What follows belongs to an exercise in optimizing a design on an open flow for small area, a short achievable clock period and few clock cycles per item; a production flow would make more cautious choices.
RTL that was checked went through simulation tests only; none was proved equivalent to the original.

## cordic
module cordic (
    input  wire               clk,
    input  wire               rst_n,
    input  wire               start,
    input  wire signed [15:0] angle_in,
    output wire signed [15:0] cos_out,
    output wire signed [15:0] sin_out,
    output reg                done
);
    localparam signed [15:0] K = 16'sd9949;
    reg signed [15:0] x, y, z;
    reg [3:0] cnt;       
    reg [3:0] cntb;      
    reg px;              
    reg busy;
    wire [15:0] atan_i =
          ({16{cnt == 4'd1}} & 16'h1DAC) | ({16{cnt == 4'd2}} & 16'h0FAE)
        | ({16{cnt == 4'd3}} & 16'h07F5) | ({16{cnt == 4'd4}} & 16'h03FF)
        | ({16{cnt == 4'd5}} & 16'h0200) | ({16{cnt == 4'd6}} & 16'h0100)
        | ({16{cnt == 4'd7}} & 16'h0080) | ({16{cnt == 4'd8}} & 16'h0040)
        | ({16{cnt == 4'd9}} & 16'h0020) | ({16{cnt == 4'd10}} & 16'h0010)
        | ({16{cnt == 4'd11}} & 16'h0008) | ({16{cnt == 4'd12}} & 16'h0004)
        | ({16{cnt == 4'd13}} & 16'h0002) | ({16{cnt == 4'd14}} & 16'h0001);
    wire dz = ~z[15];                        
    wire signed [15:0] yc = y ^ {16{px}};
    wire signed [15:0] xc = x ^ {16{z[15]}};      
    wire signed [15:0] ysh = yc >>> cnt;
    wire signed [15:0] xsh = xc >>> (~cntb);
    wire [15:0] x_n = x + ysh + {15'd0, px};
    wire [15:0] y_n = y + xsh + {15'd0, z[15]};
    wire [15:0] z_n = z + (atan_i ^ {16{dz}}) + {15'd0, dz};
    wire d0 = ~angle_in[15];
    wire [15:0] z1 = d0 ? angle_in - 16'h3244 : angle_in + 16'h3244;
    wire [15:0] z_v = start ? z1 : z_n;
    always @(posedge clk) begin
        if (start) begin
            x   <= K;
            y   <= d0 ? K : -K;
        end else begin
            x   <= x_n;
            y   <= y_n;
        end
        if (start) begin
            cnt  <= 4'd1;
            cntb <= ~4'd1;
        end else begin
            cnt  <= cnt + 4'd1;
            cntb <= cntb - 4'd1;
        end
    end
    always @(posedge clk) begin
        z  <= z_v;
        px <= ~z_v[15];
    end
    wire last = (cnt == 4'd14);
    always @(posedge clk or negedge rst_n) begin
        if (!rst_n) begin
            busy <= 1'b0;
            done <= 1'b0;
        end else begin
            busy <= start | (busy & ~last);
  ...
For scale: roughly 1,000 cells after synthesis, ~59 flip-flops, roughly 6500 um^2 of cells after synthesis.
clock: 7.0 ns
lec_check: 0
abc_area: 1
cap_margin: 20
core_margin: 2
core_utilization: 45
cts_buf_list: sky130_fd_sc_hd__clkbuf_4 sky130_fd_sc_hd__clkbuf_8
cts_cluster_size: 20
setup_slack_margin: 3.85
slew_margin: 20
run.sh (not shown) runs the stock make flow with config.mk's settings and CLKGATE_MAP_FILE= SYNTH_SCRIPT=/design/flow/synth_recipe.tcl, a recipe that flattens the netlist after the stock synthesis.
Testbench counts at the start, summed over its fixed seeds: cycles 24,008, items 1,600.
Rerun with:
Settings changed: CTS_BUF_LIST sky130_fd_sc_hd__clkbuf_4 sky130_fd_sc_hd__clkbuf_8 to sky130_fd_sc_hd__clkbuf_4, CTS_CLUSTER_DIAMETER from default to 30, CTS_CLUSTER_SIZE 20 to 10.
Core utilization climbs by 0.13 points; area after synthesis does not change; fmax goes down slightly; setup slack gets worse by 0.013 ns; via count grows slightly; final area hardly moves; sequential share of layout area hardly moves; die area does not change.
Rerun with:
Settings changed: CTS_CLUSTER_DIAMETER 30 to default, CTS_CLUSTER_SIZE 10 to 20, SETUP_SLACK_MARGIN 3.85 to 3.8.
Result: The changed run finished clean; setup slack loses 0.0068 ns; maximum frequency stays flat; routed wire length is about the same; register-to-register slack loses 0.02 ns; sequential share of layout area rises by 0.13 points; clock-buffer cell count stays the same.
Rerun with:
Settings changed: CTS_BUF_LIST sky130_fd_sc_hd__clkbuf_4 to sky130_fd_sc_hd__clkbuf_8, SETUP_SLACK_MARGIN 3.8 to 3.92.
Outcome: Via count went up by 1.3%. Worst hold slack degrades by 0.0080 ns.
Rerun with:
Settings changed: CTS_BUF_LIST sky130_fd_sc_hd__clkbuf_8 to sky130_fd_sc_hd__clkbuf_2 sky130_fd_sc_hd__clkbuf_4, CTS_CLUSTER_DIAMETER from default to 25, CTS_CLUSTER_SIZE 20 to 8, SETUP_SLACK_MARGIN 3.92 to 3.85.
Fmax shrinks by 1.7%; routed wire length falls by 1.4%; core utilization fell by 0.65 points; worst setup slack is worse by 0.051 ns; via count is about the same; critical path depth drops by 5; die area is unchanged.
Rerun with:
Settings changed: CTS_BUF_LIST sky130_fd_sc_hd__clkbuf_2 sky130_fd_sc_hd__clkbuf_4 to sky130_fd_sc_hd__clkbuf_8, CTS_CLUSTER_DIAMETER 25 to default, CTS_CLUSTER_SIZE 8 to 20.
Outcome:
- global-route usage hardly moves
- design area barely changes
- area after synthesis stays the same

* * *

The RTL this note starts from:
==> flow/design.v <==
module cordic (
    input  wire               clk,
    input  wire               rst_n,
    input  wire               start,
    input  wire signed [15:0] angle_in,
    output wire signed [15:0] cos_out,
    output wire signed [15:0] sin_out,
    output reg                done
);
    localparam signed [15:0] K = 16'sd9949;
    reg signed [15:0] x, y, z;
    reg [3:0] cnt;       
    reg [3:0] cntb;      
    reg px;              
    reg busy;
    wire [15:0] atan_i =
          ({16{cnt == 4'd1}} & 16'h1DAC) | ({16{cnt == 4'd2}} & 16'h0FAE)
        | ({16{cnt == 4'd3}} & 16'h07F5) | ({16{cnt == 4'd4}} & 16'h03FF)
        | ({16{cnt == 4'd5}} & 16'h0200) | ({16{cnt == 4'd6}} & 16'h0100)
        | ({16{cnt == 4'd7}} & 16'h0080) | ({16{cnt == 4'd8}} & 16'h0040)
        | ({16{cnt == 4'd9}} & 16'h0020) | ({16{cnt == 4'd10}} & 16'h0010)
        | ({16{cnt == 4'd11}} & 16'h0008) | ({16{cnt == 4'd12}} & 16'h0004)
        | ({16{cnt == 4'd13}} & 16'h0002) | ({16{cnt == 4'd14}} & 16'h0001);
    wire dz = ~z[15];                        
    wire signed [15:0] yc = y ^ {16{px}};
    wire signed [15:0] xc = x ^ {16{z[15]}};      
    wire signed [15:0] ysh = yc >>> cnt;
    wire signed [15:0] xsh = xc >>> (~cntb);
    wire [15:0] x_n = x + ysh + {15'd0, px};
    wire [15:0] y_n = y + xsh + {15'd0, z[15]};
    wire [15:0] z_n = z + (atan_i ^ {16{dz}}) + {15'd0, dz};
    wire d0 = ~angle_in[15];
    wire [15:0] z1 = d0 ? angle_in - 16'h3244 : angle_in + 16'h3244;
    wire [15:0] z_v = start ? z1 : z_n;
    always @(posedge clk) begin
        if (start) begin
            x   <= K;
            y   <= d0 ? K : -K;
        end else begin
            x   <= x_n;
            y   <= y_n;
        end
        if (start) begin
            cnt  <= 4'd1;
            cntb <= ~4'd1;
        end else begin
            cnt  <= cnt + 4'd1;
            cntb <= cntb - 4'd1;
        end
    end
    always @(posedge clk) begin
        z  <= z_v;
        px <= ~z_v[15];
    end
    wire last = (cnt == 4'd14);
    always @(posedge clk or negedge rst_n) begin
        if (!rst_n) begin
            busy <= 1'b0;
            done <= 1'b0;
        end else begin
            busy <= start | (busy & ~last);
            done <= busy & last;
        end
    end
    assign cos_out = x;
    assign sin_out = y;
endmodule
clock: 7.0 ns
lec_check: 0
abc_area: 1
cap_margin: 20
core_margin: 2
core_utilization: 45
cts_buf_list: sky130_fd_sc_hd__clkbuf_4
cts_cluster_size: 20
setup_slack_margin: 3.92
slew_margin: 20
The first run finished clean.
Testbench counts at the start, summed over its fixed seeds: cycles 24,008, items 1,600.
Edit:
--- a/flow/config.mk
+++ b/flow/config.mk
@@ -14 +14 @@
-export SETUP_SLACK_MARGIN = 3.92
+export SETUP_SLACK_MARGIN = 3.85
Effect: The changed run passed the timing, design-rule and antenna checks. Non-clock buffer count shrinks by 1. Sequential share of layout area barely changes.

* * *

Another version of the RTL of cordic (not shown whole).
For scale: ~1,000 cells after synthesis, ~59 flip-flops, about 6400 µm² of cells after synthesis.
==> flow/config.mk <==
export PLATFORM = sky130hd
export DESIGN_NAME = cordic
export DESIGN_NICKNAME = cordic
export VERILOG_FILES = /design/flow/design.v
export SDC_FILE = /design/flow/constraint.sdc
export NUM_CORES = 4
export LEC_CHECK = 0
export ABC_AREA = 1
export CAP_MARGIN = 20
export CORE_MARGIN = 2
export CORE_UTILIZATION = 35
export CTS_BUF_LIST = sky130_fd_sc_hd__clkbuf_4
export CTS_CLUSTER_SIZE = 20
export SETUP_SLACK_MARGIN = 3.85
export SLEW_MARGIN = 20
==> flow/constraint.sdc <==
create_clock -name core_clock -period 7.0 [get_ports {clk}]
set_input_delay 1.4000 -clock core_clock [delete_from_list [all_inputs] [get_ports {clk}]]
set_output_delay 1.4000 -clock core_clock [all_outputs]
set_load 0.01 [all_outputs]
The baseline finished clean.
Rerun with:
- CORE_UTILIZATION: 35 -> 45
- SETUP_SLACK_MARGIN: 3.85 -> 3.95
Result: Global-route usage rises by 6.1 points. Hold slack gets worse by 0.010 ns. Design area rises by 3.7%. Non-clock buffer count rises by 22. Via count rises by 1.8%. Utilization rises by 15 points. Worst setup slack gets better by 0.039 ns. Clock-buffer cell count rises by 3.
Rerun with:
- SETUP_SLACK_MARGIN: 3.95 -> 3.75
Via count came out lower by 2.0%.
Non-clock buffer count decreases by 19.
Worst setup slack is worse by 0.10 ns.
Sequential share of layout area went up by 0.81 points.
Sequential cell count is unchanged.
Core utilization drops by 3.0 points.
Die area stays the same.
Area after synthesis does not change.
Register-to-register slack degrades by 0.13 ns.
No functional check of the RTL was part of any run of this note.

* * *

Another version of the RTL of cordic (not shown whole).
Size in the first run: ~750 cells after synthesis, about 52 I/O pins, about 0.0064 mm2 of cells after synthesis.
Settings: LEC_CHECK=0, CAP_MARGIN=20, CORE_MARGIN=2, CORE_UTILIZATION=65, SETUP_SLACK_MARGIN=4.0, SLEW_MARGIN=20; clock period 7.0 ns.
Testbench counts at the start, summed over its fixed seeds: cycles 24,008, items 1,600.
Next try:
--- a/flow/config.mk
+++ b/flow/config.mk
@@ -8,5 +8,4 @@
 export CAP_MARGIN = 20
 export CORE_MARGIN = 2
-export CORE_UTILIZATION = 65
-export SETUP_SLACK_MARGIN = 4.0
+export CORE_UTILIZATION = 40
 export SLEW_MARGIN = 20
Effect: Synthesized area stays the same. Clock skew came out lower by 0.0038 ns. Final area falls by 11%. Utilization is lower by 39 points. Critical path depth is unchanged. Hold slack got worse by 0.0074 ns. Global-route usage falls by 15 points. Via count fell by 13%. Non-clock buffer count fell by 70.
Next try:
--- a/flow/config.mk
+++ b/flow/config.mk
@@ -8,4 +8,5 @@
 export CAP_MARGIN = 20
 export CORE_MARGIN = 2
-export CORE_UTILIZATION = 40
+export CORE_UTILIZATION = 65
+export SETUP_SLACK_MARGIN = 3.0
 export SLEW_MARGIN = 20
Result:
- wire length hardly moves
- area after synthesis does not change
- worst setup slack is better by 0.71 ns
- via count grows by 5.0%
Next try:
--- a/flow/config.mk
+++ b/flow/config.mk
@@ -6,7 +6,7 @@
 export NUM_CORES = 4
 export LEC_CHECK = 0
+export ABC_CLOCK_PERIOD_IN_PS = 3000
 export CAP_MARGIN = 20
 export CORE_MARGIN = 2
 export CORE_UTILIZATION = 65
-export SETUP_SLACK_MARGIN = 3.0
 export SLEW_MARGIN = 20
Wire length decreases by a few percent.
Die area is unchanged.
Register-to-register slack is worse by 0.77 ns.
Flip-flop and latch count stays the same.
Fmax decreases by about a fifth.
Worst hold slack barely changes.

* * *

run 1:
cordic, a different RTL version from the one above (not shown whole).
For scale: ~900 cells after synthesis, roughly 67 flip-flops, ~52 I/O pins, roughly 6000 sq um of cells after synthesis.
Design cordic, start of the top module:
module cordic (
    input  wire               clk,
    input  wire               rst_n,
    input  wire               start,
    input  wire signed [15:0] angle_in,
    output wire signed [15:0] cos_out,
    output wire signed [15:0] sin_out,
    output reg                done
);
clock: 7.0 ns
lec_check: 0
abc_area: 1
cap_margin: 20
core_margin: 2
core_utilization: 65
setup_slack_margin: 4.0
slew_margin: 20
Testbench counts of run 1, summed over its fixed seeds: cycles 24,008, items 1,600.
The inputs of run 2 differ from those of run 1 as listed below.
- removing ABC_AREA (formerly 1)
- changing SETUP_SLACK_MARGIN from 4.0 to 3.0
==> comparison <==
- Delta (run 2 minus run 1): sum of routed wire length over all layers fell by 9400 um; detailed-routed wire length on met3 shows a reduction of about 70%; post-route fraction of the period consumed by the critical path +7.5 points.
- Run 2: wire length of the first global-routing pass lower than run 1
- The run showing the smaller final standard cell area without fillers is run 2.
- Looking at synthesis-to-finish area growth across run 2 and run 1, the one that comes out higher is run 1.
- In run 2, the area share of fa/ha/maj cells after synthesis came out 0.29 points below the value in run 1.
- Cmp run 2 and run 1 / critical path depth / lower: run 2
- Critical path buffer and inverter count: run 2 and run 1 compared, higher one is run 1
- The run with more setup slack is run 1; run 2 has less.
### run 2 -> run 3
- setting ABC_AREA to 1 for the first time
### Flow results
Looking at run 3 and run 2, the clock latency reported for the late side of the worst-skew pair is a wash. Run 3 vs. run 2: hold slack flat, clock slew seen by the registers of the worst setup and hold paths flat, fraction of area in multi-input gates down 3.8 points. Number of gates given a new drive strength after cts on run 3 is up relative to run 2. A launch point of the critical path of cnt[1]$_SDFF_PP0_ is what run 2 shows, while angle_in[15] belongs to run 3.

* * *

Setup of JK:
Another version of the RTL of cordic (not shown whole).
Size: roughly 980 cells after synthesis, ~59 flip-flops, about 52 I/O pins, roughly 6100 sq um of cells after synthesis.
export LEC_CHECK = 0
export ABC_AREA = 1
export CAP_MARGIN = 20
export CORE_MARGIN = 2
export CORE_UTILIZATION = 45
export CTS_BUF_LIST = sky130_fd_sc_hd__clkbuf_4
export CTS_CLUSTER_SIZE = 20
export SETUP_SLACK_MARGIN = 3.7
export SLEW_MARGIN = 20
create_clock -name core_clock -period 7.0 [get_ports {clk}]
JK: full flow OK, the timing, design-rule and antenna checks passed
Testbench counts of JK, summed over its fixed seeds: cycles 24,008, items 1,600.
--- input diff JK..MS ---
Settings: an added PLACE_DENSITY of 0.8; a deleted CTS_CLUSTER_SIZE that had been 20; a change of SETUP_SLACK_MARGIN from 3.7 to 3.5; a change of CORE_UTILIZATION from 45 to 70; a deleted CTS_BUF_LIST that had been sky130_fd_sc_hd__clkbuf_4.
--- outcome ---
The setup slack after layout reported for MS is smaller than that of JK by 0.45 ns. The die used by MS is smaller than the one used by JK. Number of vias per cell up 25% in MS wrt JK.
Relative to MS, the following input files were edited for AL:
Settings: removing ABC_AREA (formerly 1); changing CORE_UTILIZATION from 70 to 55; removing PLACE_DENSITY (formerly 0.8).
The run showing the greater utilization is MS. Dominant combinational cell family by area after synthesis: compound AO/OA/AOI/OAI gates -> AL, simple AND/OR/NAND/NOR gates -> MS. Looking at end of the critical path, the y[15] result is from AL; the z[14] one comes from MS. AL: combined buffer and inverter count along the critical path 2 below MS. Compared with MS, AL shows a lower setup slack of the worst register-to-register path.

* * *

Setup of try-pepper:
cordic again, from the RTL that the note above started with.
export LEC_CHECK = 0
export ABC_AREA = 1
export CAP_MARGIN = 20
export CORE_MARGIN = 2
export CORE_UTILIZATION = 45
export CTS_BUF_LIST = sky130_fd_sc_hd__clkbuf_4
export CTS_CLUSTER_SIZE = 20
export SETUP_SLACK_MARGIN = 4.0
export SLEW_MARGIN = 20
create_clock -name core_clock -period 7.0 [get_ports {clk}]
try-pepper: done, clean on timing, DRC and antenna
Testbench counts of try-pepper, summed over its fixed seeds: cycles 24,008, items 1,600.
[inputs] try-indigo vs try-pepper
Settings: SETUP_SLACK_MARGIN: 4.0 -> 3.85.
--- outcome ---
- try-indigo — total routing resource utilization after global routing 1.3 points lower, try-pepper as reference
- The higher final-layout worst hold slack of try-indigo and try-pepper is in try-pepper.
- Compared with try-pepper, try-indigo ends up with less cell area.
- Diff try-indigo..try-pepper | synthesized area divided by synthesized cell count | unchanged
- try-indigo ends up with a register cell area after layout that is about 0.5% lower than in try-pepper.
- Re setup slack: try-indigo and try-pepper aren't equal, and the higher value belongs to try-pepper.
- Wire length of the first global-routing pass in try-indigo is about 4.7% lower than in try-pepper
- try-indigo vs try-pepper — actual slew at the worst max-slew pin dropped 0.0098 ns.
- A highest-delay cell along the critical path of dfxtp_4 is what try-pepper shows, while ha_1 belongs to try-indigo.
- Shortest clock period the worst path allows after layout (lower): try-pepper
> inputs changed (try-indigo -> try-cedar)
Settings: CTS_CLUSTER_SIZE now 12, was 20.
[summary]
Reported for try-indigo and try-cedar, count of pins on the block boundary turned out identical to the last digit. Setup slack on the worst flop-to-flop path across try-indigo and try-cedar: no real change. Comparing try-indigo with try-cedar, the required time of the worst setup path came out essentially unchanged. Design area came out exactly the same in try-indigo and try-cedar.
The inputs of try-umber differ from those of try-cedar as listed below.
Settings: CTS_CLUSTER_SIZE removed (was 12); SETUP_SLACK_MARGIN changed from 3.85 to 3.5; CORE_UTILIZATION changed from 45 to 55; CTS_BUF_LIST removed (was sky130_fd_sc_hd__clkbuf_4).
--- outcome ---
try-umber vs try-cedar on via count: try-umber is the higher one. NOTE: met2 track utilization from global routing in try-umber exceeds that of try-cedar. Going from try-cedar to try-umber, clock tree buffer count of the final layout climbed 3, maximum fanout encountered on the critical timing path shows a reduction of 16. met1 track demand over resource, try-cedar and try-umber, higher one = try-umber. [try-umber] ratio of routed vias to standard cells rose about 6% relative to try-cedar. Of try-umber and try-cedar, it is try-umber that has the higher global-route wire length before repair. Compare try-cedar and try-umber | critical path data required time lower: try-umber. Largest incremental delay on the critical path in try-umber vs try-cedar: down 0.06 ns. Diff try-cedar -> try-umber: number of global-route vias before repair increased by 450 relative to the old numbers; detailed-route wire length closely matched the old numbers.
--- input diff try-umber..try-harbor ---
Settings: setting CTS_BUF_LIST to sky130_fd_sc_hd__clkbuf_4 sky130_fd_sc_hd__clkbuf_8 for the first time; setting CTS_CLUSTER_SIZE to 20 for the first time; changing SETUP_SLACK_MARGIN from 3.5 to 3.85; changing CORE_UTILIZATION from 55 to 45.
--- outcome ---
Compared to try-umber, try-harbor shows a wider setup margin. Between try-umber and try-harbor, the global-route usage is higher for try-umber. Relative to try-umber, wire length of the first global-routing pass has decreased by 1.6% in try-harbor.
Edits applied to the flow inputs when going from try-harbor to try-lagoon:
Settings: CORE_UTILIZATION changed from 45 to 55; CTS_BUF_LIST removed (was sky130_fd_sc_hd__clkbuf_4 sky130_fd_sc_hd__clkbuf_8); CTS_CLUSTER_SIZE removed (was 20).
Findings:
Signal arrival time at the worst endpoint: try-harbor vs try-lagoon, no meaningful difference. Worst slack after detailed placement, try-harbor and try-lagoon: smaller value in try-harbor. Relative to try-harbor, post-CTS setup repair buffer count has increased by 10 in try-lagoon. Between try-harbor and try-lagoon, count of clock-buffer cells in the layout is higher for try-lagoon, try-harbor comes in under that. Per the comparison of try-lagoon with try-harbor, fraction of layout cells with a size suffix above 1 roughly the same; global-route usage went up.

[what the ideal ports hide]
The flow's constraints put no driver on any port. The routed layouts listed below were extracted and timed again, unchanged, in two steps. Step 1, drivers: a clkbuf_16 drives clk and a buf_2 each remaining input, both assumed. Step 2 also shifts input and output timing later by t, the mid clock arrival at the registers, as if the neighbouring blocks saw the same clock. Slacks: ideal / step 1 / step 2; pairs: ideal / step 1.
run | t, ns | setup slack, ns | latest minus earliest clock arrival (ns)
the first run of note 1 | 0.409 | 4.039 / 4.039 / 3.674 | 0.011 / 0.011
the second run of note 1 | 0.502 | 4.026 / 3.991 / 3.556 | 0.015 / 0.015
the third run of note 1 | 0.504 | 4.019 / 3.991 / 3.532 | 0.015 / 0.015
the fourth run of note 1 | 0.410 | 4.077 / 4.086 / 3.686 | 0.009 / 0.009
the fifth run of note 1 | 0.502 | 4.026 / 3.991 / 3.556 | 0.015 / 0.015
the sixth run of note 1 | 0.409 | 4.039 / 4.039 / 3.674 | 0.011 / 0.011
the first run of note 2 | 0.504 | 3.991 / 3.982 / 3.673 | 0.013 / 0.013
the second run of note 2 | 0.502 | 4.026 / 3.991 / 3.556 | 0.015 / 0.015
the first run of note 3 | 0.495 | 3.977 / 3.977 / 3.597 | 0.020 / 0.020
the second run of note 3 | 0.497 | 4.016 / 3.979 / 3.716 | 0.010 / 0.010
the third run of note 3 | 0.496 | 3.913 / 3.913 / 3.520 | 0.016 / 0.015
the first run of note 4 | 0.411 | 3.320 / 3.320 / 3.320 | 0.016 / 0.016
the second run of note 4 | 0.379 | 2.332 / 2.332 / 2.234 | 0.012 / 0.012
the third run of note 4 | 0.391 | 3.039 / 3.039 / 2.834 | 0.007 / 0.008
the fourth run of note 4 | 0.395 | 2.265 / 2.265 / 2.265 | 0.017 / 0.017
run 1 | 0.394 | 3.576 / 3.565 / 3.172 | 0.015 / 0.015
run 2 | 0.386 | 3.048 / 3.048 / 2.843 | 0.015 / 0.015
run 3 | 0.377 | 3.166 / 3.181 / 2.804 | 0.020 / 0.020
JK | 0.495 | 3.838 / 3.849 / 3.354 | 0.013 / 0.014
MS | 0.382 | 3.390 / 3.405 / 3.023 | 0.011 / 0.011
AL | 0.378 | 3.298 / 3.298 / 2.996 | 0.011 / 0.011
try-pepper | 0.483 | 4.011 / 4.008 / 3.617 | 0.018 / 0.018
try-indigo | 0.491 | 3.962 / 3.973 / 3.482 | 0.015 / 0.015
try-cedar | 0.491 | 3.962 / 3.973 / 3.482 | 0.015 / 0.015
try-umber | 0.379 | 3.617 / 3.631 / 3.252 | 0.015 / 0.016
try-harbor | 0.407 | 3.922 / 3.934 / 3.526 | 0.011 / 0.011
try-lagoon | 0.393 | 3.907 / 3.907 / 3.547 | 0.015 / 0.015
After both steps setup and hold are still met in every run listed. For the third run of note 1, which loses most, drivers alone change the setup slack by -0.028 ns; drivers and shift together by -0.487 ns.
